What follows belongs to an exercise in optimizing a design on an open flow for small area; a production flow would make more cautious choices. In this exercise RTL edits were held to simulation tests only and were not proved equivalent to the original. Power figures rest on the tool's default switching activity, not on a simulated workload.

File: config.mk
export PLATFORM = sky130hd
export DESIGN_NAME = HR_estimator
export DESIGN_NICKNAME = HR_estimator
export VERILOG_FILES = /design/flow/design.v
export SDC_FILE = /design/flow/constraint.sdc
export NUM_CORES = 8
export LEC_CHECK = 0
export CAP_MARGIN = 20
export CORE_MARGIN = 2
export CORE_UTILIZATION = 60
export CTS_BUF_LIST = sky130_fd_sc_hd__clkbuf_8
export CTS_CLUSTER_DIAMETER = 50
export CTS_CLUSTER_SIZE = 20
export PLACE_DENSITY = 0.75
export SLEW_MARGIN = 20
File: constraint.sdc
create_clock -name core_clock -period 650.0 [get_ports {clk}]
set_input_delay 130.0000 -clock core_clock [delete_from_list [all_inputs] [get_ports {clk}]]
set_output_delay 130.0000 -clock core_clock [all_outputs]
set_load 0.01 [all_outputs]
File: design.v
module HR_estimator #(
        parameter CLK_FREQ = 200,
        parameter NUM_PEAKS = 4
)(
    input  wire        clk,
    input  wire        rst,
    input  wire        sample_en,
    input  signed [7:0] Xin,
    output wire [31:0] bpm
);
    wire [10:0] Y;
    wire [9:0]  mx;
    wire        pd, clr, idle;
    wire [13:0] q;
    hr_pre  u_pre  (.clk(clk), .rst(rst), .se(sample_en), .Xin(Xin), .clr(clr),
                    .idle(idle), .Y(Y));
    hr_peak u_peak (.clk(clk), .rst(rst), .se(sample_en), .Y(Y), .mx(mx), .pd(pd));
    hr_ring u_ring (.clk(clk), .rst(rst), .se(sample_en), .H(Y[10:1]), .mx(mx),
                    .idle(idle), .clr(clr));
    hr_rr   u_rr   (.clk(clk), .rst(rst), .se(sample_en), .pd(pd), .clr(clr), .q(q));
    assign bpm = {18'd0, q};
endmodule
module hr_pre (
    input  wire        clk,
    input  wire        rst,
    input  wire        se,
    input  signed [7:0] Xin,
    input  wire        clr,       
    input  wire        idle,      
    output reg  [10:0] Y
);
    reg signed [7:0] xp;
    reg  [4:0] act;
    wire [4:0] astep = {act[3:0], act[4] ^ act[2]};
    wire signed [8:0] dx = Xin - xp;
    wire flat = (dx <= 9'sd20) && (dx >= -9'sd20);
    wire sleep = (act == 5'd17);
    wire a16   = (act == 5'd24);
    wire pre = se & ~sleep;
    always @(posedge clk or posedge rst) begin
        if (rst) begin
            xp  <= 8'sd0;
            act <= 5'd1;
        end else if (se) begin
            xp <= Xin;
            if (sleep)      act <= flat ? 5'd17 : 5'd1;
            else if (a16)   act <= 5'd17;
            else            act <= flat ? astep : 5'd1;
        end
    end
    reg  [47:0] dr;       
    reg  [2:0] c6;
    reg  [2:0] st;        
    reg signed [10:0] acc;
    wire [7:0] dt = dr[47:40];
    wire       dins = (st == 3'd1) & (c6 == 3'd0);
    always @(posedge clk) begin
        dr <= {dr[39:0], clr ? 8'd0 : (dins ? xp : dt)};
        if (clr) c6 <= 3'd0;
        else if (!dins) c6 <= (c6 == 3'd5) ? 3'd0 : c6 + 3'd1;
    end
    wire        dbl = (st == 3'd2) | (st == 3'd4);
    wire        neg = (st == 3'd3) | (st == 3'd4);
    wire [10:0] opd = dbl ? {{2{dt[7]}}, dt, 1'b0} : {{3{dt[7]}}, dt};
    wire [10:0] sum = (dins ? 11'd0 : acc) + (neg ? ~opd : opd) + {10'd0, neg};
    always @(posedge clk)
        if (dins | (st == 3'd2) | (st == 3'd3) | (st == 3'd4)) acc <= sum;
    wire signed [7:0] dsh = acc[10:3];
    wire [6:0] rect = dsh[7] ? -dsh[6:0] : dsh[6:0];
    reg  [3:0] c2;
    reg  [111:0] w;       
    wire [6:0] wt = w[111:105];
    wire       wins = (st == 3'd5) & (c2 == 4'd0) & idle;
    always @(posedge clk) begin
        w <= {w[104:0], clr ? 7'd0 : (wins ? rect : wt)};
        if (clr) c2 <= 4'd0;
        else if (!wins) c2 <= c2 + 4'd1;
    end
    always @(posedge clk or posedge rst) begin
        if (rst) begin
            st <= 3'd0;
            Y  <= 11'd0;
        end else begin
            if (pre) st <= 3'd1;
            else if (dins | (st == 3'd2) | (st == 3'd3) | (st == 3'd4)) st <= st + 3'd1;
            else if (wins) st <= 3'd0;
            if (wins) Y <= Y + rect - wt;
        end
    end
endmodule
module hr_peak (
    input  wire        clk,
    input  wire        rst,
    input  wire        se,
    input  wire [10:0] Y,
    input  wire [9:0]  mx,        
    output reg         pd
);
    reg  [9:0] thr, mv;           
    reg  [5:0] ps;
    reg  [3:0] tcnt;
    wire slow = (ps == 6'd42);
    wire raw = {1'b0, Y} > ({2'b0, thr} + 12'd50);
    wire heavy = ~slow | (tcnt == 4'd7);
    always @(posedge clk or posedge rst) begin
        if (rst) begin
            thr <= 0; mv <= 0; pd <= 0; ps <= 6'd1; tcnt <= 0;
        end else if (se) begin
            pd <= raw;
            tcnt <= tcnt + 4'd1;
            if (ps == 6'd53)  ps <= 6'd42;      
            else if (raw)     ps <= 6'd1;
            else if (!slow)   ps <= {ps[4:0], ps[5] ^ ps[4]};
            if (heavy) begin
                thr <= mv;
                mv  <= mx;
            end
        end
    end
endmodule
module hr_ring (
    input  wire        clk,
    input  wire        rst,
    input  wire        se,
    input  wire [9:0]  H,
    output wire [9:0]  mx,
    output wire        idle,
    output reg         clr
);
    localparam NW = 197;                    
    reg  [4*NW-1:0] r;                      
    reg  [7:0] c;                           
    reg  [1:0] f;                           
    reg  [1:0] mode;                        
    reg        fs;                          
    reg  [9:0] V;                           
    reg  [8:0] z;                           
    reg  [2:0] oatr;                        
    wire [3:0] tap = r[4*NW-1:4*NW-4];
    wire       start = (mode == 2'd1) & (c == 8'd0);
    assign idle = (mode == 2'd0);
    reg  [9:0]  mxr;                        
    wire [9:0]  X  = mode[1] ? V : mxr;
    wire [10:0] Dx = {1'b0, X} - {1'b0, H};
    wire        lo = Dx[10] & mode[0];      
    wire [9:0]  v0 = lo ? H : X;
    wire [9:0]  Dv = lo ? 10'd0 : Dx[9:0];  
    wire [8:0]  z0 = start ? 9'd0 : z;
    wire        Dhi = |Dv[9:3];
    wire        zhi = (z0[8:3] == 6'b011111);    
    reg  [3:0] ow;
    reg  [1:0] m;
    reg  [2:0] o, zc;       
    reg  [2:0] oat;         
    reg        fsn, fnext, fhere;
    reg  [1:0] fl;
    integer k;
    wire [9:0] zn = {1'b0, z0} + {7'd0, zc};
    wire       zdone = zn[8] & (|zn[7:0] | zn[9]);    
    reg        wr;                          
    always @(*) begin
        ow = tap; o = 3'd0; zc = 3'd0; oat = 3'd0; fsn = start ? 1'b0 : fs;
        wr = ~start & mode[0]; fhere = 1'b0; fnext = 1'b0; fl = f;
        for (k = 0; k < 4; k = k + 1) begin
            if (!(start && k < f)) begin
                if (!wr) begin
                    if (!tap[k]) begin
                        zc = zc + 3'd1;
                        if (!fsn && !(start && k == f)) begin
                            fsn = 1'b1; oat = o; fhere = 1'b1; fl = k;
                        end
                    end else begin
                        o = o + 3'd1;
                    end
                    if ((!Dhi && Dv[2:0] == o) || (zhi && ({1'b0, z0[2:0]} + zc == 4'd8))) begin
                        wr = 1'b1;
                        if (!fsn) begin
                            fsn = 1'b1; oat = o;
                            if (k == 3) begin fnext = 1'b1; fl = 2'd0; end
                            else begin fhere = 1'b1; fl = k + 1; end
                        end
                    end
                end else begin
                    if (Dhi || Dv[2:0] > o) begin
                        ow[k] = 1'b1; o = o + 3'd1;
                    end else begin
                        ow[k] = 1'b0; zc = zc + 3'd1;
                    end
                end
            end
        end
        m = {1'b1, wr};
    end
    wire [1:0] mnext = (m == 2'd3 && zdone) ? 2'd0 : m;
    wire [9:0] vn = v0 - {7'd0, mode[1] | start ? o : oatr};
    assign mx = vn;                         
    wire busy = start | mode[1];
    always @(posedge clk) begin
        r <= {r[4*NW-5:0], clr ? 4'd0 : (busy ? ow : tap)};
        if (clr) f <= 2'd0;
        if (busy) begin
            V <= vn;
            z <= z0 + {6'd0, zc};
            fs <= fsn;
            f <= fl;
        end
    end
    always @(posedge clk or posedge rst) begin
        if (rst) begin
            clr <= 1'b1; c <= 8'd0; mode <= 2'd0; mxr <= 10'd0; oatr <= 3'd0;
        end else begin
            if (clr & (c == NW-1)) clr <= 1'b0;
            if (busy & fhere)      c <= 8'd1;
            else if (busy & fnext) c <= 8'd0;
            else                   c <= (c == NW-1) ? 8'd0 : c + 8'd1;
            if (busy) begin
                mode <= mnext;
                if (fhere | fnext) begin mxr <= v0; oatr <= oat; end
            end else if (se) begin
                mode <= 2'd1;
                mxr <= vn; oatr <= 3'd0;
            end
        end
    end
endmodule
module hr_rr (
    input  wire        clk,
    input  wire        rst,
    input  wire        se,
    input  wire        pd,
    input  wire        clr,
    output reg  [13:0] q
);
    reg  [18:0] tr, cr;
    reg  [4:0]  p;
    reg         ppd, done, pz, pend, act, cya, cyb, sh, run, dpend;
    reg  [1:0]  icnt, op;       
    reg  [3:0]  dc;
    wire rise = pd & ~ppd;
    wire go   = pend & (p == 5'd0);
    wire en   = go | act;
    wire p0   = (p == 5'd0);
    wire tb   = tr[18];
    wire cb   = cr[18];
    wire low  = ~p[4];                           
    wire [13:0] DIVIDEND = 14'd12000;
    wire tsub = (op == 2'd1);
    wire tadd = (op[0] & ~tsub) | tsub;          
    wire ta_b = cb ^ tsub;
    wire ta_c = p0 ? tsub : cya;
    wire tnew = tb ^ ta_b ^ ta_c;
    wire first = (dc == 4'd13);
    wire rold  = cb & ~first;
    wire dsub  = first | q[0];
    wire da    = p0 ? DIVIDEND[dc] : sh;
    wire db    = (low & tr[16]) ^ dsub;
    wire dcin  = p0 ? dsub : cyb;
    wire dsum  = da ^ db ^ dcin;
    wire icin  = p0 | cyb;
    wire cinc  = low & (cb ^ icin);
    always @(posedge clk) begin
        p <= (p == 5'd18 || clr) ? 5'd0 : p + 5'd1;
        tr <= {tr[17:0], clr ? 1'b0 : ((en & tadd) ? tnew : tb)};
        cr <= {cr[17:0], clr ? 1'b0 : (run ? dsum : (en ? cinc : cb))};
        cya <= (tb & ta_b) | (tb & ta_c) | (ta_b & ta_c);
        cyb <= run ? ((da & db) | (da & dcin) | (db & dcin)) : (cb & icin);
        sh  <= rold;
        if (run) begin
            if (p == 5'd18) dc <= dc - 4'd1;
        end else dc <= 4'd13;
    end
    always @(posedge clk or posedge rst) begin
        if (rst) begin
            ppd <= 0; done <= 0; pz <= 1'b1; icnt <= 0; pend <= 0; act <= 0;
            op <= 0; run <= 0; q <= 0; dpend <= 0;
        end else begin
            if (go) pend <= 1'b0;
            if (go) act <= 1'b1;
            else if (p == 5'd18) act <= 1'b0;
            if (se && !done) begin
                ppd  <= pd;
                pend <= 1'b1;
                op   <= !rise ? 2'd0 : pz ? 2'd1 : (icnt == 2'd3) ? 2'd3 : 2'd2;
                if (rise && !pz) begin
                    icnt <= icnt + 2'd1;
                    if (icnt == 2'd3) done <= 1'b1;
                end
            end
            if (en && op != 2'd0) begin
                if (op != 2'd3) begin
                    if (low) pz <= (p0 | pz) & ~cb;
                end else begin
                    if (p == 5'd2)                  pz <= tnew;
                    else if (p > 5'd2 && p < 5'd18) pz <= pz | tnew;
                    else if (p == 5'd18)            pz <= pz & ~tnew;
                end
            end
            if (done && se && icnt == 2'd0) begin
                icnt <= 2'd1;
                if (pz) dpend <= 1'b1;
            end
            if (dpend && p == 5'd18) begin
                dpend <= 1'b0;
                run <= 1'b1;
            end
            if (run && p == 5'd18) begin
                q <= {q[12:0], ~dsum};
                if (dc == 4'd0) run <= 1'b0;
            end
        end
    end
endmodule
File: flow/run.sh
#!/bin/bash
# The standard layout (standard.sh, which runs the ORFS flow unchanged),
# with two settings passed through the environment:
#  - the clock tree is built without dummy loads (CTS -dont_use_dummy_load);
#  - ports are buffered with the smallest buffer.
# Each tool's full output goes to standard_run.log in this folder.
set -euo pipefail
export CTS_ARGS="-sink_clustering_enable -repair_clock_nets -dont_use_dummy_load -sink_clustering_size 10 -sink_clustering_max_diameter 60 -buf_list {sky130_fd_sc_hd__clkbuf_4 sky130_fd_sc_hd__clkbuf_8} -sink_clustering_buffer sky130_fd_sc_hd__clkbuf_4 -tree_buf sky130_fd_sc_hd__clkbuf_8 -root_buf sky130_fd_sc_hd__clkbuf_8"
export BUFFER_PORTS_ARGS="-buffer_cell sky130_fd_sc_hd__buf_1"
bash standard.sh > standard_run.log 2>&1
File: standard.sh
#!/bin/bash
# synth_recipe.tcl (not shown) runs the flow's synth.tcl, then flattens the netlist and writes it again
# the make line also repeats each setting of config.mk as NAME=value (left out here)
make -C /OpenROAD-flow-scripts/flow DESIGN_CONFIG=/design/flow/config.mk WORK_HOME=/design/flow/orfs CLKGATE_MAP_FILE= SYNTH_SCRIPT=/design/flow/synth_recipe.tcl "${@:-finish}"
==> notes.md, run 1 <==
type of destination of the critical path flip-flop; measured slew at the worst slew-check pin about 1.0 ns; post-route fraction of the period consumed by the critical path 0.204; run status timing/DRC/antenna clean; count of routing violations after the opening detailed-route iteration 775; average cell area after synthesis ~14 um^2; post-detail-place hpwl around 30000 um; Hold Crit Endpoint u_ring.r[21]; worst hold start u_ring.r[17]; cell count along the critical path 16; number of synthesized flops with an enable pin 33; top achievable clock speed roughly 7.6 MHz; Tot GR Track Use 0.179; number of antenna violations at the first check in global routing 0; number of gates given a new drive strength after cts 0; via count normalized by instance count a little over 5; highest metal layer with signal wires met4; pin count of the biggest net entering global routing between 50 and 60; Setup crit start kind primary input; total CTS buffers roughly 130; hold-fix buffer count after cts 0; leakage dissipation around 14 nW; final instance count without filler cells between 3000 and 4000; layout overhead on the synthesized area 5.85%; layout cells sized above 1 0.0958; worst path required time around 650 ns; arrival time reported for the critical path endpoint 133.05 ns; cell with the largest stage delay on the worst path o41ai_2; die span in y between 200 and 250 um; area of the die 55300 um^2; commonest register cell after synthesis dfxtp_1; total congestion overflow after global routing 0; cell count after synthesis 2325; placement row count 84; CP most frequent cell a21oi_1; number of buffers between clock root and the deepest sink 3; cell count after placement ~3000; largest stage delay on the critical path 0.67 ns; Max Cap Violations 0; routed wire length on met3 just over 2000 um; post-route DRC violation count 0; Yosys warning count 4; proportion of synthesized chip area in sequential cells 0.742; worst relative slew slack 0.331; number of endpoints with negative hold slack in the final report 0; power density over the cells about 3.5 nW/um^2; Post-Route Skew ~0.067 ns; worst r2r dst u_ring.mxr[9]; accumulated negative setup slack 0 ns; antenna violation net count after detailed routing 0; width of the chip approximately 240 um; largest fanout on the critical path 6; RSZ-0062 raised after global routing false; antenna cell count 0; post-synthesis instance area between 30000 and 40000 um^2; first-pass GRT wire length 80600 um; vias roughly 16000; number of levels in the clock H-tree 4; Setup Viol. Count Final 0; starting density of the core 0.609; Register-to-Register Path Depth 43; port buffer count 24; Cell variety after synth between 80 and 90; clock-pin slew of the registers on the worst-case setup and hold paths ~0.11 ns; critical path buffer and inverter count 2; number of synthesized register bits around 1100; DRT met1 WL ~23000 um; number of pins with negative max-slew slack in the final report 0; count of buffers added by post-CTS timing repair for setup 0; wire length reported by the detailed router ~48000 um; highest ir drop seen on vdd 0.00237 mV; type of the worst min-delay path flip-flop to flip-flop; Routed wire per std cell around 15 um; minimum clock period between 100 and 150 ns; WHS Path Cells 0; number of detailed-routing iterations run before antenna repair 5; Top delay family on crit path compound AO/OA/AOI/OAI gates; post-synthesis async set-or-reset flop share 0.0934; Sink Count roughly 1100; weighted congestion at the end of routability-driven global placement ~0.85; hold slack 0.283 ns; worst skew pair latency about 0.76 ns; reg-to-reg startpoint u_ring.mode[1]; ordered list of cells on the worst path buf_1 -> inv_1 -> ha_1 -> fa_1 -> nor2b_1 -> o21ai_0 -> nand2b_1 -> a21o_1 -> a21o_1 -> a2111oi_0 -> a21oi_1 -> o41ai_2 -> mux2i_1 -> nor4b_1 -> a21oi_1 -> a21oi_1; slack of the worst reg-to-reg path between 600 and 700 ns; Routed met2 length 20800 um; Total Nets Final about 2600; Power, Total around 0.00012 W; number of top-level design ports 43; critical path class primary input to flip-flop; Root Buffer Master clkbuf_8; number of global-route vias before repair 16200; TritonCTS clock tree done; core area between 50000 and 60000 um^2
-- sequential cells by signal, indices dropped and copies added (netlist names), 4 cells and up, named ones only --
name / count
u_peak.ps: 6
u_ring.V: 10
u_rr.q: 14
u_pre.Y: 11
u_rr.dc: 4
u_pre.dr: 48
u_peak.tcnt: 4
u_rr.cr: 19
u_pre.xp: 8
u_ring.z: 9
u_rr.p: 5
u_pre.acc: 11
u_pre.act: 5
u_ring.c: 8
u_peak.thr: 10
u_peak.mv: 10
u_pre.c2: 4
u_ring.r: 788
u_ring.mxr: 10
u_rr.tr: 19
u_pre.w: 112
-- worst register-to-register path: cells and delay by family, from the launching register on --
| kind | cells | cell delay (ns) |
|---|---|---|
| AO/OA/AOI/OAI | 12 | 2.90 |
| XOR/XNOR | 2 | 0.32 |
| adder cells (fa/ha/maj) | 8 | 2.44 |
| buffers and inverters | 3 | 0.31 |
| flip-flops | 1 | 0.84 |
| multiplexers | 6 | 2.12 |
| AND/OR/NAND/NOR | 12 | 2.59 |
-- report_power, final --
| part | internal (W) | switching (W) | leakage [nW] |
|---|---|---|---|
| Combinational | 0.00000557 | 0.00000691 | 3.94 |
| Sequential | 0.0000733 | 0.00000124 | 9.86 |
| Clock | 0.0000107 | 0.0000198 | 0.656 |
| Total | 0.0000896 | 0.0000280 | 14.5 |
-- Yosys cell counts, types with 5 or more instances --
cell type / instances / area (um^2)
a31oi_1: 11 / 68.8
mux2_2: 55 / 619
a21oi_1: 80 / 400
nor3b_1: 6 / 45.0
dfrtp_1: 103 / 2580
and3_1: 17 / 106
inv_1: 94 / 353
nand4_1: 8 / 50.1
or3_1: 9 / 56.3
nand3_1: 35 / 175
dfxtp_1: 1005 / 20100
o211ai_1: 6 / 45.0
a22oi_1: 7 / 52.6
edfxtp_1: 33 / 991
o211a_1: 5 / 50.1
nor4b_1: 5 / 43.8
mux2_4: 9 / 135
o21bai_1: 9 / 67.6
a21o_1: 24 / 180
nand2b_1: 15 / 93.8
mux2i_1: 22 / 220
fa_1: 17 / 340
and2_1: 20 / 125
nor2_1: 86 / 323
a211oi_1: 14 / 105
nor3_1: 26 / 130
a21boi_0: 5 / 37.5
nor4_1: 9 / 56.3
nand2_1: 124 / 465
clkbuf_1: 38 / 143
o21a_1: 10 / 75.1
nor2b_1: 18 / 113
o21ai_0: 79 / 395
xnor2_1: 60 / 526
buf_4: 18 / 135
ha_1: 101 / 1260
xor2_1: 44 / 385
-- how the worst max path moves through the flow --
stage,from,endpoint,slack (ns)
6_report,Xin[0],u_pre.act[4],517.60
5_1_grt,Xin[0],u_pre.act[4],517.37
4_1_cts,Xin[0],u_pre.act[4],517.37
3_5_place_dp,Xin[0],u_pre.act[4],516.57
3_3_place_gp,Xin[0],u_pre.act[4],516.73
2_1_floorplan,Xin[0],u_pre.act[4],517.14
-- metal layers --
metal  track usage  vias to the layer above
met4        0.0788                        0
met5             0                        -
li1              -                     7942
met2         0.267                      292
met1         0.248                     7491
met3        0.0482                      109
-- per-stage QoR --
stage / util / cell area (um^2) / worst slack (ns)
floorplan: - / 32100 / 517.14
global placement: 0.623 / 32800 / 516.73
detailed placement: 0.623 / 32800 / 516.57
CTS: 0.644 / 33900 / 517.37
global route: 0.644 / 33900 / 517.37
finish: 0.644 / 33900 / 517.60
-- kinds of logic after synthesis --
logic type	Yosys count	synth area share
AOI/OAI and AO/OA	313	0.0663
xor gates and xnor gates	104	0.0284
adders and majority gates	119	0.0504
buffers and inverters	161	0.0218
DFF	1145	0.742
muxes	87	0.0308
other	1	0.000117
and+or+nand+nor	395	0.0598
-- cell usage in the layout, fill, tap and decap left out, types with 24 or more instances in the layout --
cell and instances:
dfrtp_1 103, nand2_1 124, ha_1 101, inv_1 93, nand3_1 35, dfxtp_1 1005, a21oi_1 80, edfxtp_1 33
nor3_1 26, clkbuf_4 116, xor2_1 44, o21ai_0 79, xnor2_1 60, nor2_1 86, mux2_2 55, a21o_1 24
-- area by class of cell --
cell class / instances / area, um^2
Clock buffer: 133 / 1100
Multi-Input combinational cell: 1036 / 7640
Inverter: 96 / 363
Fill cell: 3776 / 18700
Timing Repair Buffer: 33 / 159
Sequential cell: 1145 / 23800
Tap cell: 688 / 861
==> run 2: changes to the inputs <==
==> flow/run.sh (replaced) <==
#!/bin/bash
# The standard layout (standard.sh, which runs the ORFS flow unchanged),
# with two settings passed through the environment:
#  - the clock tree is built without dummy loads (CTS -dont_use_dummy_load);
#  - ports are buffered with the smallest buffer.
# Each tool's full output goes to standard_run.log in this folder.
set -euo pipefail
export CTS_ARGS="-sink_clustering_enable -repair_clock_nets -dont_use_dummy_load -sink_clustering_size 11 -sink_clustering_max_diameter 40 -buf_list {sky130_fd_sc_hd__clkbuf_4 sky130_fd_sc_hd__clkbuf_8} -sink_clustering_buffer sky130_fd_sc_hd__clkbuf_4 -tree_buf sky130_fd_sc_hd__clkbuf_8 -root_buf sky130_fd_sc_hd__clkbuf_8"
export BUFFER_PORTS_ARGS="-buffer_cell sky130_fd_sc_hd__buf_1"
bash standard.sh > standard_run.log 2>&1
==> run 2 against run 1 <==
  * Still clean
  * Sequential power hardly changed
  * Synthesized area unchanged
  * Global-route usage is 0.12 points lower
  * Register-to-register slack got worse by 0.06 ns
  * Highest routed layer unchanged
==> notes.md, run 2 <==
type of the worst min-delay path flip-flop to flip-flop; number of top-level design ports 43 (unchanged); routed wire length on met3 1950 um (-5.3%); number of synthesized register bits 1145 (unchanged); weighted congestion at the end of routability-driven global placement 0.847 (unchanged); Setup WS post-layout 517.60 ns (-0.00200 ns); post-detail-place hpwl 30300 um (unchanged); Setup crit start kind primary input; type of destination of the critical path flip-flop; port buffer count 24 (unchanged); area of the die 55300 um^2 (unchanged); CP most frequent cell a21oi_1; number of gates given a new drive strength after cts 0 (unchanged); first-pass GRT wire length 80100 um (-0.63%); post-route fraction of the period consumed by the critical path 0.204 (about the same); antenna violation net count after detailed routing 0 (unchanged); layout overhead on the synthesized area 5.85% (unchanged); flip-flop count of the largest register, all copies and words added 788 (unchanged); measured slew at the worst slew-check pin 1.00 ns (-0.00245 ns); library cell with the highest instance count after synthesis dfxtp_1; largest fanout on the critical path 6 (unchanged); clock-pin slew of the registers on the worst-case setup and hold paths 0.10 ns (about the same); layout cells sized above 1 0.0958 (unchanged); worst path required time 650.64 ns (about the same); proportion of synthesized chip area in sequential cells 0.742 (unchanged); total congestion overflow after global routing 0 (unchanged); arrival time reported for the critical path endpoint 133.04 ns (about the same); post-route standard cell area excluding fillers 33900 um^2 (unchanged); synth top area cells dfxtp_1 (63%), dfrtp_1 (8.0%), ha_1 (3.9%); core area 52700 um^2 (unchanged); minimum clock period 132.40 ns (+0.00200 ns); width of the chip 235 um (unchanged); hold slack 0.267 ns (-0.0164 ns); most common cell after layout, fill and taps aside dfxtp_1; post-synthesis instance area 32000 um^2 (unchanged); library cell with the largest summed area after synthesis dfxtp_1; top register by number of flip-flops u_ring.r; leakage dissipation 14.5 nW (unchanged); Sink Count 1145 (unchanged); placed cell areas 32800 um^2 (unchanged); number of detailed-routing iterations run before antenna repair 5 (unchanged); post-route DRC violation count 0 (unchanged); DRT met1 WL 23500 um (+0.46%); post-synthesis async set-or-reset flop share 0.0934 (unchanged); vias 15800 (-0.38%); Yosys warning count 4 (unchanged); Post-Place Worst Slack 516.57 ns (unchanged); number of pins with negative max-slew slack in the final report 0 (unchanged); Routed wire per std cell 15.2 um (-0.43%); cell count after synthesis 2325 (unchanged); Root Buffer Master clkbuf_8; critical path class primary input to flip-flop; number of synthesized flops with an enable pin 33 (unchanged); Total Nets Final 2574 (unchanged); highest-count cells in the layout ignoring fill and taps dfxtp_1 (1005), nand2_1 (124), clkbuf_4 (116), dfrtp_1 (103), ha_1 (101); worst skew pair latency 0.76 ns (about the same); count of routing violations after the opening detailed-route iteration 946 (+22%); Cell variety after synth 86 (unchanged); via count normalized by instance count 5.04 (-0.38%); accumulated negative setup slack 0 ns (unchanged); Max Cap Violations 0 (unchanged); number of levels in the clock H-tree 4 (unchanged); average cell area after synthesis 13.8 um^2 (unchanged); number of antenna violations at the first check in global routing 0 (unchanged); registers with the most flip-flops u_ring.r (788), u_pre.w (112), u_pre.dr (48); share of the synthesized area in the top cell type 0.628 (unchanged); starting density of the core 0.609 (unchanged); count of buffers added by post-CTS timing repair for setup 0 (unchanged); number of buffers between clock root and the deepest sink 3 (unchanged); placement row count 84 (unchanged); total CTS buffers 133 (unchanged); final core utilization 0.644 (unchanged); largest stage delay on the critical path 0.66 ns (about the same); RSZ-0062 raised after global routing false; power density over the cells 3.46 nW/um^2 (about the same); cell with the largest stage delay on the worst path o41ai_2; number of global-route vias before repair 16200 (-0.25%); worst relative slew slack 0.333 (+0.00163); Setup Viol. Count Final 0 (unchanged); Post-Route Skew 0.0768 ns (+0.00934 ns); run status timing/DRC/antenna clean; highest ir drop seen on vdd 0.00193 mV (-18%); Routed met2 length 20500 um (-1.2%); die span in y 235 um (unchanged); TritonCTS clock tree done; pin count of the biggest net entering global routing 57 (unchanged); antenna cell count 0 (unchanged); number of endpoints with negative hold slack in the final report 0 (unchanged); highest metal layer with signal wires met4; Tot GR Track Use 0.178 (-0.00118); ordered list of cells on the worst path buf_1 -> inv_1 -> ha_1 -> fa_1 -> nor2b_1 -> o21ai_0 -> nand2b_1 -> a21o_1 -> a21o_1 -> a2111oi_0 -> a21oi_1 -> o41ai_2 -> mux2i_1 -> nor4b_1 -> a21oi_1 -> a21oi_1; hold-fix buffer count after cts 0 (unchanged); wire length reported by the detailed router 47500 um (-0.43%); commonest register cell after synthesis dfxtp_1; most frequent cells after synthesis dfxtp_1 (1005), nand2_1 (124), dfrtp_1 (103); top achievable clock speed 7.55 MHz (about the same)
-- run 2: per-layer routing --
layer | GRT usage | vias up
met5 | 0 | -
met4 | 0.0834 | 0
met3 | 0.0458 | 108
met2 | 0.264 | 275
met1 | 0.247 | 7433
li1 | - | 7958
-- run 2: path summary, 6_finish.rpt --
path,start,endpoint,slack (ns),depth (start not counted)
worst max-delay path,Xin[0],u_pre.act[4],517.60,16
worst min register to register,u_pre.w[47],u_pre.w[54],0.27,0
worst max register to register,u_ring.mode[1],u_ring.mxr[9],638.34,43
max in group asynchronous,rst,u_pre.st[0],519.44,3
min in group asynchronous,rst,u_rr.q[4],129.33,2
worst min-delay path,u_pre.w[47],u_pre.w[54],0.27,0
-- run 2: stage by stage --
step	total power, W	std cells
2_1_floorplan	0.0000859	2342
3_3_place_gp	0.0000878	2998
3_5_place_dp	0.0000885	2998
4_1_cts	0.000119	3131
5_1_grt	0.000123	3131
6_report	0.000117	3131
-- run 2: worst max-delay path: cells and delay by family --
family                     cells  cell delay, ns
AOI/OAI and AO/OA              8            1.95
adders and majority gates      2            0.40
and+or+nand+nor                3            0.41
buffers and inverters          2            0.13
muxes                          1            0.16
-- run 2: cell families (layout without fill, tap and decap cells) --
logic type,count (synthesis),in the layout,synth area share
compound gates,313,313,0.0663
other cells,1,18,0.000117
xor+xnor,104,104,0.0284
fa+ha+maj,119,119,0.0504
mux,87,87,0.0308
flops,1145,1145,0.742
simple gates,395,395,0.0598
buf+inv,161,262,0.0218
-- run 2: where the power goes --
part / internal, W / switching (W) / total (W) / leakage [nW]
sequential: 0.0000734 / 0.00000124 / 0.0000746 / 9.86
clock: 0.0000106 / 0.0000198 / 0.0000304 / 0.656
combinational: 0.00000556 / 0.00000690 / 0.0000125 / 3.94
total: 0.0000896 / 0.0000279 / 0.000117 / 14.5
-- run 2: area by class of cell --
cell class / instances / area, um^2
Clock buffer: 133 / 1100
Fill cell: 3803 / 18700
Inverter: 96 / 363
Multi-Input combinational cell: 1036 / 7640
Sequential cell: 1145 / 23800
Tap cell: 688 / 861
Timing Repair Buffer: 33 / 159
==> run 3: changes to the inputs <==
--- a/design.v
+++ b/design.v
@@ -199,9 +199,7 @@
         r <= {r[4*NW-5:0], clr ? 4'd0 : (busy ? ow : tap)};
+        V <= vn;
+        z <= zn[8:0];
+        fs <= fsn;
         if (clr) f <= 2'd0;
-        if (busy) begin
-            V <= vn;
-            z <= z0 + {6'd0, zc};
-            fs <= fsn;
-            f <= fl;
-        end
+        else if (busy) f <= fl;
     end
==> flow/run.sh (replaced) <==
#!/bin/bash
# The standard layout (standard.sh, which runs the ORFS flow unchanged),
# with two settings passed through the environment:
#  - the clock tree is built without dummy loads (CTS -dont_use_dummy_load);
#  - ports are buffered with the smallest buffer.
# Each tool's full output goes to standard_run.log in this folder.
set -euo pipefail
export CTS_ARGS="-sink_clustering_enable -repair_clock_nets -dont_use_dummy_load -sink_clustering_size 18 -sink_clustering_max_diameter 80 -buf_list sky130_fd_sc_hd__clkbuf_8"
export BUFFER_PORTS_ARGS="-buffer_cell sky130_fd_sc_hd__buf_1"
bash standard.sh > standard_run.log 2>&1
==> run 3 against run 2 <==
  * Sequential power is essentially flat
  * Clock-buffer cell count shrank 59
  * Largest cell class unchanged
  * Synthesized area shrank 0.61%
  * Global-route usage is essentially flat
  * Synthesized cell count is essentially flat
  * Cell area shrank 0.74%
  * Via count shrank 1.6%
  * Sequential cell count is the same
  * Total power shrank 0.84%
  * Final cell count shrank 1.6%
  * Hold slack gained 0.024 ns
  * Wire length shrank 1.1%
  * Critical path type unchanged
==> notes.md, run 3 <==
Post-Place Worst Slack 516.79 ns (+0.221 ns); cell count after placement 3006 (+0.27%); number of levels in the clock H-tree 3 (-1); number of endpoints with negative hold slack in the final report 0 (unchanged); WHS Path Cells 0 (unchanged); share of the synthesized area in the top cell type 0.645 (+0.0177); count of buffers added by post-CTS timing repair for setup 0 (unchanged); starting density of the core 0.606 (-0.00252); TritonCTS clock tree done; post-route DRC violation count 0 (unchanged); most common cell after layout, fill and taps aside dfxtp_1; number of synthesized flops with an enable pin 11 (-67%); Yosys warning count 4 (unchanged); registers with the most flip-flops u_ring.r (788), u_pre.w (112), u_pre.dr (48); synth top area cells dfxtp_1 (65%), dfrtp_1 (8.1%), ha_1 (4.0%); via count normalized by instance count 5.04 (about the same); highest ir drop seen on vdd 0.00203 mV (+5.0%); Register-to-Register Path Depth 40 (-7.0%); leakage dissipation 14.3 nW (-0.94%); core area 52600 um^2 (-0.20%); Sink Count 1145 (unchanged); die span in y 234 um (-0.30%); commonest register cell after synthesis dfxtp_1; Tot GR Track Use 0.178 (-0.000302); area of the die 54900 um^2 (-0.60%); total CTS buffers 74 (-44%); layout overhead on the synthesized area 5.71%; number of pins with negative max-slew slack in the final report 0 (unchanged); vias 15500 (-1.6%); top achievable clock speed 7.54 MHz (-0.17%); minimum clock period 132.62 ns (+0.220 ns); average cell area after synthesis 13.7 um^2 (-0.66%); post-synthesis instance area 31900 um^2 (-0.61%); post-detail-place hpwl 29500 um (-2.7%); port buffer count 24 (unchanged); layout cells sized above 1 0.0786 (-0.0172); Power, Total 0.000116 W (-0.84%); Total Nets Final 2524 (-1.9%); number of antenna violations at the first check in global routing 2 (+2); final core utilization 0.641 (-0.00350); post-route fraction of the period consumed by the critical path 0.204 (+0.000338); antenna violation net count after detailed routing 0 (unchanged); Routed wire per std cell 15.2 um (+0.45%); arrival time reported for the critical path endpoint 133.22 ns (+0.18 ns); number of top-level design ports 43 (unchanged); number of detailed-routing iterations run before antenna repair 5 (unchanged); type of the worst min-delay path flip-flop to flip-flop; total congestion overflow after global routing 0 (unchanged); post-synthesis async set-or-reset flop share 0.0934 (unchanged); top register by number of flip-flops u_ring.r; library cell with the highest instance count after synthesis dfxtp_1; Post-Route Skew 0.0530 ns (-0.0238 ns); run status timing/DRC/antenna clean; final instance count without filler cells 3082 (-1.6%); largest fanout on the critical path 5 (-1); placement row count 84 (unchanged); proportion of synthesized chip area in sequential cells 0.740 (-0.00234); RSZ-0062 raised after global routing false; slack of the worst reg-to-reg path 638.75 ns (+0.41 ns); worst relative slew slack 0.351 (+0.0185); first-pass GRT wire length 78600 um (-1.9%); Setup crit start kind primary input; Max Cap Violations 0 (unchanged); flip-flop count of the largest register, all copies and words added 788 (unchanged); count of routing violations after the opening detailed-route iteration 858 (-9.3%); Hold Crit Endpoint u_ring.r[248]; measured slew at the worst slew-check pin 0.971 ns (-0.0298 ns); worst hold start u_ring.r[244]; worst skew pair latency 0.67 ns (-0.09 ns); power density over the cells 3.46 nW/um^2 (about the same); Root Buffer Master clkbuf_8; wire length reported by the detailed router 47000 um (-1.1%); pin count of the biggest net entering global routing 60 (+5.3%); cell count after synthesis 2326 (+0.043%); Setup WS post-layout 517.38 ns (-0.220 ns); reg-to-reg startpoint u_ring.mode[1]; number of synthesized register bits 1145 (unchanged); worst r2r dst u_ring.mode[0]; weighted congestion at the end of routability-driven global placement 0.841 (-0.79%); hold-fix buffer count after cts 0 (unchanged); width of the chip 234 um (-0.30%); clock-pin slew of the registers on the worst-case setup and hold paths 0.11 ns (about the same); number of gates given a new drive strength after cts 0 (unchanged); critical path class primary input to flip-flop; Cell variety after synth 90 (+4.7%); accumulated negative setup slack 0 ns (unchanged); library cell with the largest summed area after synthesis dfxtp_1; most frequent cells after synthesis dfxtp_1 (1027), nand2_1 (122), nor2_1 (110); Setup Viol. Count Final 0 (unchanged); highest-count cells in the layout ignoring fill and taps dfxtp_1 (1027), nand2_1 (122), nor2_1 (109), dfrtp_1 (103), ha_1 (101); type of destination of the critical path flip-flop; worst path required time 650.60 ns (-0.04 ns); number of global-route vias before repair 15800 (-2.0%); number of buffers between clock root and the deepest sink 3 (unchanged)
## run 3: cell count changes after synthesis, moves of 5 or more
cell	before	now
nor2_1	86	110
and2_1	20	12
mux2i_1	22	31
o21a_1	10	5
or2_2	4	9
xnor2_1	60	65
a21o_1	24	31
clkbuf_1	38	32
dfxtp_1	1005	1027
nor3_1	26	15
edfxtp_1	33	11
nand3_1	35	30
## run 3: through the flow
stage / area (um^2) / hold WS [ns]
6_report: 33700 / 0.291
2_1_floorplan: 31900 / 0.310
3_5_place_dp: 32600 / 0.312
3_3_place_gp: 32600 / 0.310
5_1_grt: 33700 / 0.291
4_1_cts: 33700 / 0.283
## run 3: worst max-delay path, stage by stage
cell and delay (ns):
buf_1 0.09, inv_1 0.05, ha_1 0.18, fa_1 0.23, nor2b_1 0.05, o21ai_0 0.16, nand2b_1 0.11, a21o_1 0.19
a21o_1 0.19, a2111oi_0 0.42, a21oi_1 0.12, o41ai_1 0.85, nand2_1 0.16, a21oi_1 0.17, a21oi_1 0.06, a21oi_1 0.18
## run 3: how the worst max path moves through the flow
stage / start / endpoint / slack [ns] / depth (start not counted)
after floorplan: rst / u_peak.mv[0] / 517.19 / 1
after global placement: Xin[0] / u_pre.act[4] / 516.91 / 16
after detailed placement: Xin[0] / u_pre.act[4] / 516.79 / 16
after CTS: Xin[0] / u_pre.act[4] / 517.50 / 16
after global routing: Xin[0] / u_pre.act[4] / 517.04 / 16
final: Xin[0] / u_pre.act[4] / 517.38 / 16
## run 3: area by class of cell
| type | count | area [um^2] |
|---|---|---|
| Sequential cell | 1145 | 23600 |
| Fill cell | 3868 | 18900 |
| Multi-Input combinational cell | 1044 | 7680 |
| Clock buffer | 74 | 1020 |
| Tap cell | 688 | 861 |
| Inverter | 94 | 355 |
| Timing Repair Buffer | 36 | 181 |
| Antenna cell | 1 | 2.50 |
## run 3: routing by layer
layer / wire length (um) / vias to the layer above / track usage
met3: 1790 / 101 / 0.0388
met4: 1290 / 2 / 0.0645
met5: 12 / - / 0
li1: - / 7753 / -
met2: 20100 / 239 / 0.272
met1: 23800 / 7425 / 0.252
## run 3: cells by family after synthesis
family,count (synthesis),share of synthesized area
buffers and inverters,154,0.0209
AOI/OAI and AO/OA,304,0.0640
adders and majority gates,118,0.0504
and+or+nand+nor,396,0.0599
DFF,1145,0.740
muxes,99,0.0347
other,1,0.000118
xor gates and xnor gates,109,0.0300
## run 3: power breakdown
part / switching [W] / internal (W) / leakage (nW) / total (W)
combinational: 0.00000696 / 0.00000557 / 3.99 / 0.0000125
clock: 0.0000194 / 0.0000103 / 0.532 / 0.0000296
sequential: 0.00000118 / 0.0000731 / 9.80 / 0.0000743
total: 0.0000275 / 0.0000890 / 14.3 / 0.000116
==> run 4: changes to the inputs <==
--- a/flow/run.sh
+++ b/flow/run.sh
@@ -7,3 +7,3 @@
 set -euo pipefail
-export CTS_ARGS="-sink_clustering_enable -repair_clock_nets -dont_use_dummy_load -sink_clustering_size 18 -sink_clustering_max_diameter 80 -buf_list sky130_fd_sc_hd__clkbuf_8"
+export CTS_ARGS="-sink_clustering_enable -repair_clock_nets -dont_use_dummy_load -sink_clustering_size 17 -sink_clustering_max_diameter 60 -buf_list sky130_fd_sc_hd__clkbuf_8"
 export BUFFER_PORTS_ARGS="-buffer_cell sky130_fd_sc_hd__buf_1"
==> run 4 against run 3 <==
  * Global-route usage is 0.19 points lower
  * Worst setup slack lost 0.013 ns
  * Maximum frequency about the same
  * Hold slack got worse by 0.0051 ns
  * Via count about the same
  * Synthesized area unchanged
  * Combinational power about the same
  * Sequential share of layout area decreased by 0.17 points
  * Utilization is 0.16 points higher
  * Synthesized cell count unchanged
  * Cell area rose by 0.25%
  * Clock skew is 0.041 ns higher
  * Largest cell class unchanged
  * Highest routed layer unchanged
==> notes.md, run 4 <==
synth top area cells dfxtp_1 (65%), dfrtp_1 (8.1%), ha_1 (4.0%); Yosys warning count 4 (unchanged); worst path required time 650.57 ns (-0.03 ns); share of the synthesized area in the top cell type 0.645 (unchanged); Sink Count 1145 (unchanged); measured slew at the worst slew-check pin 0.968 ns (-0.00291 ns); total CTS buffers 80 (+8.1%); registers with the most flip-flops u_ring.r (788), u_pre.w (112), u_pre.dr (48); Root Buffer Master clkbuf_8; vias 15500 (+0.077%); post-detail-place hpwl 29500 um (unchanged); top achievable clock speed 7.54 MHz (about the same); number of synthesized register bits 1145 (unchanged); post-route fraction of the period consumed by the critical path 0.204 (about the same); most frequent cells after synthesis dfxtp_1 (1027), nand2_1 (122), nor2_1 (110); highest ir drop seen on vdd 0.00200 mV (-1.6%); type of destination of the critical path flip-flop; minimum clock period 132.63 ns (+0.0130 ns); library cell with the largest summed area after synthesis dfxtp_1; critical path class primary input to flip-flop; fillers 3867 (-0.026%); hold-fix buffer count after cts 0 (unchanged); accumulated negative setup slack 0 ns (unchanged); wire length reported by the detailed router 46500 um (-1.1%); area of the die 54900 um^2 (unchanged); type of the worst min-delay path flip-flop to flip-flop; post-route DRC violation count 0 (unchanged); number of pins with negative max-slew slack in the final report 0 (unchanged); library cell with the highest instance count after synthesis dfxtp_1; layout overhead on the synthesized area 5.97%; average cell area after synthesis 13.7 um^2 (unchanged); post-synthesis async set-or-reset flop share 0.0934 (unchanged); Post-Route Skew 0.0942 ns (+0.0412 ns); placement row count 84 (unchanged); top register by number of flip-flops u_ring.r; count of routing violations after the opening detailed-route iteration 769 (-10%); count of buffers added by post-CTS timing repair for setup 0 (unchanged); worst relative slew slack 0.353 (+0.00195); number of gates given a new drive strength after cts 0 (unchanged); flip-flop count of the largest register, all copies and words added 788 (unchanged); width of the chip 234 um (unchanged); number of endpoints with negative hold slack in the final report 0 (unchanged); Setup Viol. Count Final 0 (unchanged); number of levels in the clock H-tree 3 (unchanged); via count normalized by instance count 5.03 (-0.12%); starting density of the core 0.606 (unchanged); Cell variety after synth 90 (unchanged); number of buffers between clock root and the deepest sink 3 (unchanged); Setup crit start kind primary input; most common cell after layout, fill and taps aside dfxtp_1; proportion of synthesized chip area in sequential cells 0.740 (unchanged); layout cells sized above 1 0.0809 (+0.00230); Total Nets Final 2530 (+0.24%); port buffer count 24 (unchanged); arrival time reported for the critical path endpoint 133.20 ns (-0.02 ns); Routed wire per std cell 15.1 um (-1.2%); cell count after synthesis 2326 (unchanged); Max Cap Violations 0 (unchanged); post-synthesis instance area 31900 um^2 (unchanged); commonest register cell after synthesis dfxtp_1; first-pass GRT wire length 77900 um (-0.90%); die span in y 234 um (unchanged); run status timing/DRC/antenna clean; antenna violation net count after detailed routing 0 (unchanged); total congestion overflow after global routing 0 (unchanged); core area 52600 um^2 (unchanged); worst skew pair latency 0.69 ns (+0.02 ns); RSZ-0062 raised after global routing false; pin count of the biggest net entering global routing 60 (unchanged); Power, Total 0.000117 W (+0.51%); clock-pin slew of the registers on the worst-case setup and hold paths 0.10 ns (about the same); largest fanout on the critical path 5 (unchanged); highest-count cells in the layout ignoring fill and taps dfxtp_1 (1027), nand2_1 (122), nor2_1 (109), dfrtp_1 (103), ha_1 (101); Tot GR Track Use 0.176 (-0.00187); final core utilization 0.642 (+0.00157); number of global-route vias before repair 15900 (+0.095%); leakage dissipation 14.4 nW (+0.30%); number of synthesized flops with an enable pin 11 (unchanged); number of detailed-routing iterations run before antenna repair 5 (unchanged); number of antenna violations at the first check in global routing 2 (unchanged); weighted congestion at the end of routability-driven global placement 0.841 (unchanged); number of top-level design ports 43 (unchanged); power density over the cells 3.47 nW/um^2 (+0.26%); TritonCTS clock tree done
## run 4: cell counts after synthesis
Identical to the previous run, type by type.
## run 4: worst paths after layout
kind | startpoint | endpoint | slack (ns) | cells past startpoint
setup / recovery | Xin[0] | u_pre.act[4] | 517.37 | 16
hold / removal | u_pre.dr[11] | u_pre.dr[19] | 0.29 | 0
setup reg to reg | u_ring.mode[1] | u_ring.mode[0] | 638.86 | 40
hold reg to reg | u_pre.dr[11] | u_pre.dr[19] | 0.29 | 0
max in group asynchronous | rst | u_pre.Y[9] | 519.37 | 3
min in group asynchronous | rst | u_rr.q[5] | 129.41 | 2
## run 4: cells by family after synthesis
family	count (synthesis)	share of synthesized area
flops	1145	0.740
simple gates	396	0.0599
compound gates	304	0.0640
buf+inv	154	0.0209
fa+ha+maj	118	0.0504
xor+xnor	109	0.0300
mux	99	0.0347
other cells	1	0.000118
## run 4: routing by layer
layer  up-vias  global-route usage  wire [um]
li1       7762                   -          -
met1      7414               0.250      23500
met2       259               0.268      19900
met3        95              0.0386       1810
met4         2              0.0639       1320
met5         -                   0         12
## run 4: final cells by class
class,count,area [um^2],share of cell area
tap,688,861,0.0255
timing repair buffer,36,181,0.00537
clock buffer,80,1100,0.0326
multi-input combinational,1044,7680,0.228
antenna,1,2.50,0.0000741
inverter,94,355,0.0105
sequential,1145,23600,0.698
## run 4: report_power, final
part / leakage [nW] / total (W) / internal [W] / switching [W]
Sequential: 9.80 / 0.0000743 / 0.0000731 / 0.00000116
Combinational: 3.99 / 0.0000125 / 0.00000556 / 0.00000693
Clock: 0.575 / 0.0000303 / 0.0000111 / 0.0000192
## run 4: per-stage QoR
step / std cells / area [um^2] / hold WS [ns] / setup slack (ns)
final: 3088 / 33800 / 0.286 / 517.37
after global routing: 3088 / 33800 / 0.283 / 517.01
after CTS: 3086 / 33700 / 0.288 / 517.48
after detailed placement: 3006 / 32600 / 0.312 / 516.79
after global placement: 3006 / 32600 / 0.310 / 516.91
after floorplan: 2343 / 31900 / 0.310 / 517.19
## run 4: critical path: stages
cell       delay, ns
buf_1           0.09
inv_1           0.05
ha_1            0.18
fa_1            0.23
nor2b_1         0.05
o21ai_0         0.16
nand2b_1        0.11
a21o_1          0.19
a21o_1          0.19
a2111oi_0       0.42
a21oi_1         0.12
o41ai_1         0.83
nand2_1         0.16
a21oi_1         0.16
a21oi_1         0.06
a21oi_1         0.18
==> run 5: changes to the inputs <==
--- a/flow/run.sh
+++ b/flow/run.sh
@@ -7,4 +7,5 @@
 set -euo pipefail
-export CTS_ARGS="-sink_clustering_enable -repair_clock_nets -dont_use_dummy_load -sink_clustering_size 17 -sink_clustering_max_diameter 60 -buf_list sky130_fd_sc_hd__clkbuf_8"
+export CTS_ARGS="-sink_clustering_enable -repair_clock_nets -dont_use_dummy_load -sink_clustering_size 20 -sink_clustering_max_diameter 50 -buf_list sky130_fd_sc_hd__clkbuf_8"
 export BUFFER_PORTS_ARGS="-buffer_cell sky130_fd_sc_hd__buf_1"
+export SKIP_REPAIR_TIE_FANOUT=1
 bash standard.sh > standard_run.log 2>&1
==> run 5 against run 4 <==
  * Final cell count decreased by 0.68%
  * Sequential share of layout area up 0.21 points
  * Cell area is 0.29% lower
  * Still clean on timing, DRC and antenna
  * Critical path depth unchanged
  * Synthesized cell count stayed put
  * Utilization down 0.19 points
==> notes.md, run 5 <==
post-synthesis instance area 31900 um^2 (unchanged); Root Buffer Master clkbuf_8; top achievable clock speed 7.54 MHz (about the same); via count normalized by instance count 5.02 (-0.18%); leakage dissipation 14.3 nW (-0.52%); RSZ-0062 raised after global routing false; switch share 0.233 (about the same); number of synthesized flops with an enable pin 11 (unchanged); post-synthesis async set-or-reset flop share 0.0934 (unchanged); highest-count cells in the layout ignoring fill and taps dfxtp_1 (1027), nand2_1 (122), nor2_1 (109), dfrtp_1 (103), ha_1 (101); cell with the largest stage delay on the worst path o41ai_1; type of the worst min-delay path flip-flop to flip-flop; type of destination of the critical path flip-flop; Post-Route Skew 0.0849 ns (-0.00929 ns); run status timing/DRC/antenna clean; post-route DRC violation count 0 (unchanged); average cell area after synthesis 13.7 um^2 (unchanged); reported net switching power 0.0000272 W (-0.39%); Tot GR Track Use 0.174 (-0.00223); vias 15400 (-0.86%); layout cells sized above 1 0.0803 (-0.000547); ordered list of cells on the worst path buf_1 -> inv_1 -> ha_1 -> fa_1 -> nor2b_1 -> o21ai_0 -> nand2b_1 -> a21o_1 -> a21o_1 -> a2111oi_0 -> a21oi_1 -> o41ai_1 -> nand2_1 -> a21oi_1 -> a21oi_1 -> a21oi_1; clock-pin slew of the registers on the worst-case setup and hold paths 0.10 ns (about the same); internal cell power 0.0000895 W (-0.30%); Setup crit start kind primary input; top register by number of flip-flops u_ring.r; post-detail-place hpwl 29100 um (-1.1%); placement row count 84 (unchanged); Sink Count 1145 (unchanged); number of antenna violations at the first check in global routing 2 (unchanged); arrival time reported for the critical path endpoint 133.25 ns (+0.05 ns); antenna violation net count after detailed routing 0 (unchanged); synth top area cells dfxtp_1 (65%), dfrtp_1 (8.1%), ha_1 (4.0%); starting density of the core 0.606 (unchanged); worst path required time 650.58 ns (about the same); width of the chip 234 um (unchanged); number of endpoints with negative hold slack in the final report 0 (unchanged); TritonCTS clock tree done; critical path buffer and inverter count 2 (unchanged); Max Cap Violations 0 (unchanged); relative contribution of sequential cells to total power 0.637 (+0.002); library cell with the highest instance count after synthesis dfxtp_1; weighted congestion at the end of routability-driven global placement 0.834 (-0.75%); largest stage delay on the critical path 0.90 ns (+0.07 ns); layout overhead on the synthesized area 5.66%; flip-flop count of the largest register, all copies and words added 788 (unchanged); measured slew at the worst slew-check pin 0.979 ns (+0.0104 ns); post-route fraction of the period consumed by the critical path 0.204 (about the same); port buffer count 24 (unchanged); Routed wire per std cell 14.9 um (-0.94%); number of buffers between clock root and the deepest sink 3 (unchanged); library cell with the largest summed area after synthesis dfxtp_1; WHS Path Cells 0 (unchanged); total congestion overflow after global routing 0 (unchanged); proportion of synthesized chip area in sequential cells 0.740 (unchanged); Yosys warning count 4 (unchanged); wire length reported by the detailed router 45700 um (-1.6%); first-pass GRT wire length 77100 um (-1.0%); reg-to-reg startpoint u_ring.mode[1]; count of buffers added by post-CTS timing repair for setup 0 (unchanged); share of the synthesized area in the top cell type 0.645 (unchanged); Top delay family on crit path compound AO/OA/AOI/OAI gates; CP most frequent cell a21oi_1; critical path class primary input to flip-flop; number of pins with negative max-slew slack in the final report 0 (unchanged); Power, Total 0.000117 W (-0.32%); pin count of the biggest net entering global routing 78 (+30%); count of routing violations after the opening detailed-route iteration 677 (-12%); Clock power frac 0.256 (-0.003); number of top-level design ports 43 (unchanged); registers with the most flip-flops u_ring.r (788), u_pre.w (112), u_pre.dr (48); area of the die 54900 um^2 (unchanged); worst hold start u_ring.r[74]; hold-fix buffer count after cts 0 (unchanged); Hold Crit Endpoint u_ring.r[78]; worst skew pair latency 0.68 ns (about the same); number of synthesized register bits 1145 (unchanged); Setup Viol. Count Final 0 (unchanged); number of levels in the clock H-tree 3 (unchanged); Total Nets Final 2509 (-0.83%); cell count after synthesis 2326 (unchanged); most common cell after layout, fill and taps aside dfxtp_1; worst relative slew slack 0.339 (-0.0142); die span in y 234 um (unchanged); power density over the cells 3.47 nW/um^2 (about the same); largest fanout on the critical path 5 (unchanged); number of gates given a new drive strength after cts 0 (unchanged); number of detailed-routing iterations run before antenna repair 5 (unchanged); total CTS buffers 78 (-2.5%); Register-to-Register Path Depth 40 (unchanged); minimum clock period 132.67 ns (+0.0380 ns); part of the power in combinational logic 0.107 (about the same); slack of the worst reg-to-reg path 638.73 ns (-0.13 ns); number of global-route vias before repair 15700 (-1.2%); accumulated negative setup slack 0 ns (unchanged); core area 52600 um^2 (unchanged); commonest register cell after synthesis dfxtp_1; worst r2r dst u_ring.mode[0]; most frequent cells after synthesis dfxtp_1 (1027), nand2_1 (122), nor2_1 (110); highest ir drop seen on vdd 0.00287 mV (+44%); Cell variety after synth 90 (unchanged)
run 5: cell counts after synthesis:
No cell type changed its count.
run 5: cell families after synthesis:
logic type,share of synthesized area
compound gates,0.0640
buf+inv,0.0209
mux,0.0347
other cells,0.000118
xor+xnor,0.0300
flops,0.740
fa+ha+maj,0.0504
simple gates,0.0599
run 5: final cells by class:
cell class                      instances  area, um^2
Fill cell                            3898       18900
Antenna cell                            1        2.50
Timing Repair Buffer                   34         170
Inverter                               94         355
Sequential cell                      1145       23600
Clock buffer                           78        1070
Multi-Input combinational cell       1027        7620
Tap cell                              688         861
run 5: power groups by stage:
stage	registers, W	clock network (W)	logic [W]
after floorplan	0.0000755	0	0.0000101
after global placement	0.0000758	0	0.0000117
after detailed placement	0.0000760	0	0.0000123
after CTS	0.0000744	0.0000312	0.0000124
after global routing	0.0000746	0.0000336	0.0000140
final	0.0000744	0.0000299	0.0000125
run 5: through the flow:
step	hold slack (ns)	instances	utilization	area (um^2)	setup slack (ns)
2_1_floorplan	0.310	2326	-	31900	517.19
3_3_place_gp	0.310	2988	0.620	32600	516.92
3_5_place_dp	0.312	2988	0.620	32600	516.71
4_1_cts	0.286	3066	0.640	33600	517.42
5_1_grt	0.281	3067	0.640	33700	517.07
6_report	0.286	3067	0.640	33700	517.33
run 5: how the worst max path moves through the flow:
stage,startpoint,endpoint,cells after the start
floorplan,rst,u_peak.mv[0],1
global placement,Xin[0],u_pre.act[4],16
detailed placement,Xin[0],u_pre.act[4],16
CTS,Xin[0],u_pre.act[4],16
global route,Xin[0],u_pre.act[4],16
finish,Xin[0],u_pre.act[4],16
run 5: routing by layer:
layer  up-vias  part of all wire  global-route usage
li1       7748                 -                   -
met1      7318              0.51               0.249
met2       242              0.43               0.263
met3        90             0.040              0.0361
met4         0             0.024              0.0631
met5         -                 0                   0
==> run 6: changes to the inputs <==
--- a/flow/run.sh
+++ b/flow/run.sh
@@ -9,3 +9,2 @@
 export BUFFER_PORTS_ARGS="-buffer_cell sky130_fd_sc_hd__buf_1"
-export SKIP_REPAIR_TIE_FANOUT=1
 bash standard.sh > standard_run.log 2>&1
==> run 6 against run 5 <==
  * Sequential cell count unchanged
  * Critical path depth did not move
  * First-iteration DRC count rose by 21%
  * Largest power group unchanged
  * Highest routed layer is now met5
==> notes.md, run 6 <==
Post-Route Skew 0.0859 ns (+0.00104 ns); synth top area cells dfxtp_1 (65%), dfrtp_1 (8.1%), ha_1 (4.0%); minimum clock period 132.61 ns (-0.0660 ns); area of the die 54900 um^2 (unchanged); layout overhead on the synthesized area 5.75% (about the same); number of antenna violations at the first check in global routing 2 (unchanged); accumulated negative setup slack 0 ns (unchanged); weighted congestion at the end of routability-driven global placement 0.841 (+0.76%); RSZ-0062 raised after global routing false; number of global-route vias before repair 15700 (+0.51%); total CTS buffers 75 (-3.8%); pin count of the biggest net entering global routing 60 (-23%); clock-pin slew of the registers on the worst-case setup and hold paths 0.11 ns (about the same); registers with the most flip-flops u_ring.r (788), u_pre.w (112), u_pre.dr (48); number of levels in the clock H-tree 3 (unchanged); leakage dissipation 14.3 nW (+0.27%); measured slew at the worst slew-check pin 0.965 ns (-0.0141 ns); area fraction in compound gates after synthesis 0.0640 (unchanged); type of destination of the critical path flip-flop; post-route fraction of the period consumed by the critical path 0.204 (about the same); vias 15500 (+0.47%); flip-flop count of the largest register, all copies and words added 788 (unchanged); number of pins with negative max-slew slack in the final report 0 (unchanged); number of detailed-routing iterations run before antenna repair 5 (unchanged); Routed wire per std cell 15.1 um (+0.99%); worst relative slew slack 0.356 (+0.0166); hold slack 0.234 ns (-0.0522 ns); count of routing violations after the opening detailed-route iteration 818 (+21%); wire length reported by the detailed router 46400 um (+1.5%); Sink Count 1145 (unchanged); Yosys warning count 4 (unchanged); library cell with the largest summed area after synthesis dfxtp_1; largest stage delay on the critical path 0.83 ns (-0.07 ns); post-detail-place hpwl 29500 um (+1.1%); port buffer count 24 (unchanged); Max Cap Violations 0 (unchanged); layout cells sized above 1 0.0789 (-0.00137); run status timing/DRC/antenna clean; CP most frequent cell a21oi_1; cell with the largest stage delay on the worst path o41ai_1; total congestion overflow after global routing 0 (unchanged); post-synthesis async set-or-reset flop share 0.0934 (unchanged); power density over the cells 3.45 nW/um^2 (-0.47%); placement row count 84 (unchanged); cell count after synthesis 2326 (unchanged); core area 52600 um^2 (unchanged); number of top-level design ports 43 (unchanged); width of the chip 234 um (unchanged); number of synthesized flops with an enable pin 11 (unchanged); Setup WS post-layout 517.40 ns (+0.0660 ns); number of gates given a new drive strength after cts 0 (unchanged); fillers 3870 (-0.72%); average cell area after synthesis 13.7 um^2 (unchanged); via count normalized by instance count 5.02 (about the same); proportion of synthesized chip area in sequential cells 0.740 (unchanged); most frequent cells after synthesis dfxtp_1 (1027), nand2_1 (122), nor2_1 (110); share of the synthesized area in the top cell type 0.645 (unchanged); largest family of logic cells by synthesized area compound AO/OA/AOI/OAI gates; number of synthesized register bits 1145 (unchanged); top achievable clock speed 7.54 MHz (about the same); number of endpoints with negative hold slack in the final report 0 (unchanged); Cell variety after synth 90 (unchanged); number of buffers between clock root and the deepest sink 3 (unchanged); TritonCTS clock tree done; die span in y 234 um (unchanged); arithmetic-cell share of the synthesized area counting full adders, half adders and majority gates 0.0504 (unchanged); post-route DRC violation count 0 (unchanged); Root Buffer Master clkbuf_8; type of the worst min-delay path flip-flop to flip-flop; highest ir drop seen on vdd 0.00208 mV (-28%); Setup crit start kind primary input; ordered list of cells on the worst path buf_1 -> inv_1 -> ha_1 -> fa_1 -> nor2b_1 -> o21ai_0 -> nand2b_1 -> a21o_1 -> a21o_1 -> a2111oi_0 -> a21oi_1 -> o41ai_1 -> nand2_1 -> a21oi_1 -> a21oi_1 -> a21oi_1; critical path class primary input to flip-flop; top register by number of flip-flops u_ring.r; worst path required time 650.59 ns (about the same); hold-fix buffer count after cts 0 (unchanged); worst skew pair latency 0.65 ns (-0.03 ns); count of buffers added by post-CTS timing repair for setup 0 (unchanged); most common cell after layout, fill and taps aside dfxtp_1; xor-xnor portion of the synthesized cell area 0.0300 (unchanged); Post-Place Worst Slack 516.79 ns (+0.0890 ns); library cell with the highest instance count after synthesis dfxtp_1; multiplexer area fraction after synthesis 0.0347 (unchanged); Synth Area in Simple Gates 0.0599 (unchanged); arrival time reported for the critical path endpoint 133.20 ns (-0.05 ns); largest fanout on the critical path 5 (unchanged); Setup Viol. Count Final 0 (unchanged); starting density of the core 0.606 (unchanged); highest-count cells in the layout ignoring fill and taps dfxtp_1 (1027), nand2_1 (122), nor2_1 (109), dfrtp_1 (103), ha_1 (101); commonest register cell after synthesis dfxtp_1; Tot GR Track Use 0.175 (+0.00123); antenna violation net count after detailed routing 0 (unchanged); first-pass GRT wire length 77400 um (+0.42%); post-synthesis instance area 31900 um^2 (unchanged); Total Nets Final 2525 (+0.64%)
-- run 6: cell counts after synthesis --
Identical to the previous run, type by type.
-- run 6: cells by family (layout without fill, tap and decap cells) --
kind of cell,after synthesis,after routing
and+or+nand+nor,396,396
buffers and inverters,154,205
other,1,19
xor gates and xnor gates,109,109
AOI/OAI and AO/OA,304,304
DFF,1145,1145
muxes,99,99
adders and majority gates,118,118
-- run 6: layer usage --
layer	up-vias	routed length, um	track usage	share of wire
met5	-	14	0	0.00030
met4	2	1200	0.0635	0.026
met3	90	1790	0.0377	0.039
met2	237	19900	0.269	0.43
met1	7379	23500	0.247	0.51
li1	7762	-	-	-
-- run 6: area by class of cell --
| cell class | instances | area, um^2 | share of cell area |
|---|---|---|---|
| sequential | 1145 | 23600 | 0.700 |
| multi-input combinational | 1044 | 7680 | 0.228 |
| clock buffer | 75 | 1030 | 0.0306 |
| tap | 688 | 861 | 0.0256 |
| inverter | 94 | 355 | 0.0105 |
| timing repair buffer | 36 | 181 | 0.00539 |
| antenna | 1 | 2.50 | 0.0000743 |
-- run 6: worst max-delay path: cells and delay by family --
family | cells | cell delay (ns)
buffers and inverters | 2 | 0.13
AND/OR/NAND/NOR | 3 | 0.32
AO/OA/AOI/OAI | 9 | 2.31
adder cells (fa/ha/maj) | 2 | 0.41
-- run 6: report_power, final --
group | switching (W) | internal [W] | total, W
Sequential | 0.00000117 | 0.0000732 | 0.0000743
Combinational | 0.00000693 | 0.00000556 | 0.0000125
Clock | 0.0000190 | 0.0000104 | 0.0000294
-- run 6: per-stage QoR --
step | std cells | utilization | area [um^2] | power [W]
after floorplan | 2343 | - | 31900 | 0.0000856
after global placement | 3006 | 0.621 | 32600 | 0.0000875
after detailed placement | 3006 | 0.621 | 32600 | 0.0000882
after global routing | 3083 | 0.641 | 33700 | 0.000122
final | 3083 | 0.641 | 33700 | 0.000116
after CTS | 3081 | 0.641 | 33700 | 0.000117
-- run 6: final timing paths --
kind / startpoint / to / slack (ns) / cells after the start
min in group asynchronous: rst / u_rr.q[9] / 129.38 / 2
worst max register to register: u_ring.mode[1] / u_ring.mode[0] / 638.79 / 40
max in group asynchronous: rst / u_ring.oatr[1] / 519.36 / 3
worst min register to register: u_ring.r[26] / u_ring.r[30] / 0.23 / 0
worst max-delay path: Xin[0] / u_pre.act[4] / 517.40 / 16
worst min-delay path: u_ring.r[26] / u_ring.r[30] / 0.23 / 0

[afterwards: timing with drivers on the ports]
No port has a modelled driver above. Below, the same layouts with a new extraction and two added sets of constraints. Step 1 (the two cells are an assumption about what drives the block):
set clk [get_ports {clk}]
set_driving_cell -lib_cell sky130_fd_sc_hd__clkbuf_16 $clk
set_driving_cell -lib_cell sky130_fd_sc_hd__buf_2 [delete_from_list [all_inputs] $clk]
Step 2 also shifts input and output timing later by t, the mid clock arrival at the registers, as if the neighbouring blocks saw the same clock. Slacks: ideal / step 1 / step 2; pairs: ideal / step 1.
| run | t, ns | slack for setup (ns) | worst data-port slew with drivers (ns) |
|---|---|---|---|
| run 1 | 0.779 | 517.602 / 517.629 / 516.850 | 0.07 |
| run 2 | 0.776 | 517.600 / 517.625 / 516.849 | 0.07 |
| run 3 | 0.700 | 517.380 / 517.412 / 516.712 | 0.13 |
| run 4 | 0.691 | 517.367 / 517.398 / 516.707 | 0.14 |
| run 5 | 0.692 | 517.329 / 517.362 / 516.670 | 0.16 |
| run 6 | 0.682 | 517.395 / 517.427 / 516.745 | 0.14 |
After both steps setup and hold are still met in every run listed. The setup slack of run 1, which loses most, moves by +0.027 ns with the drivers and by -0.752 ns with both steps.
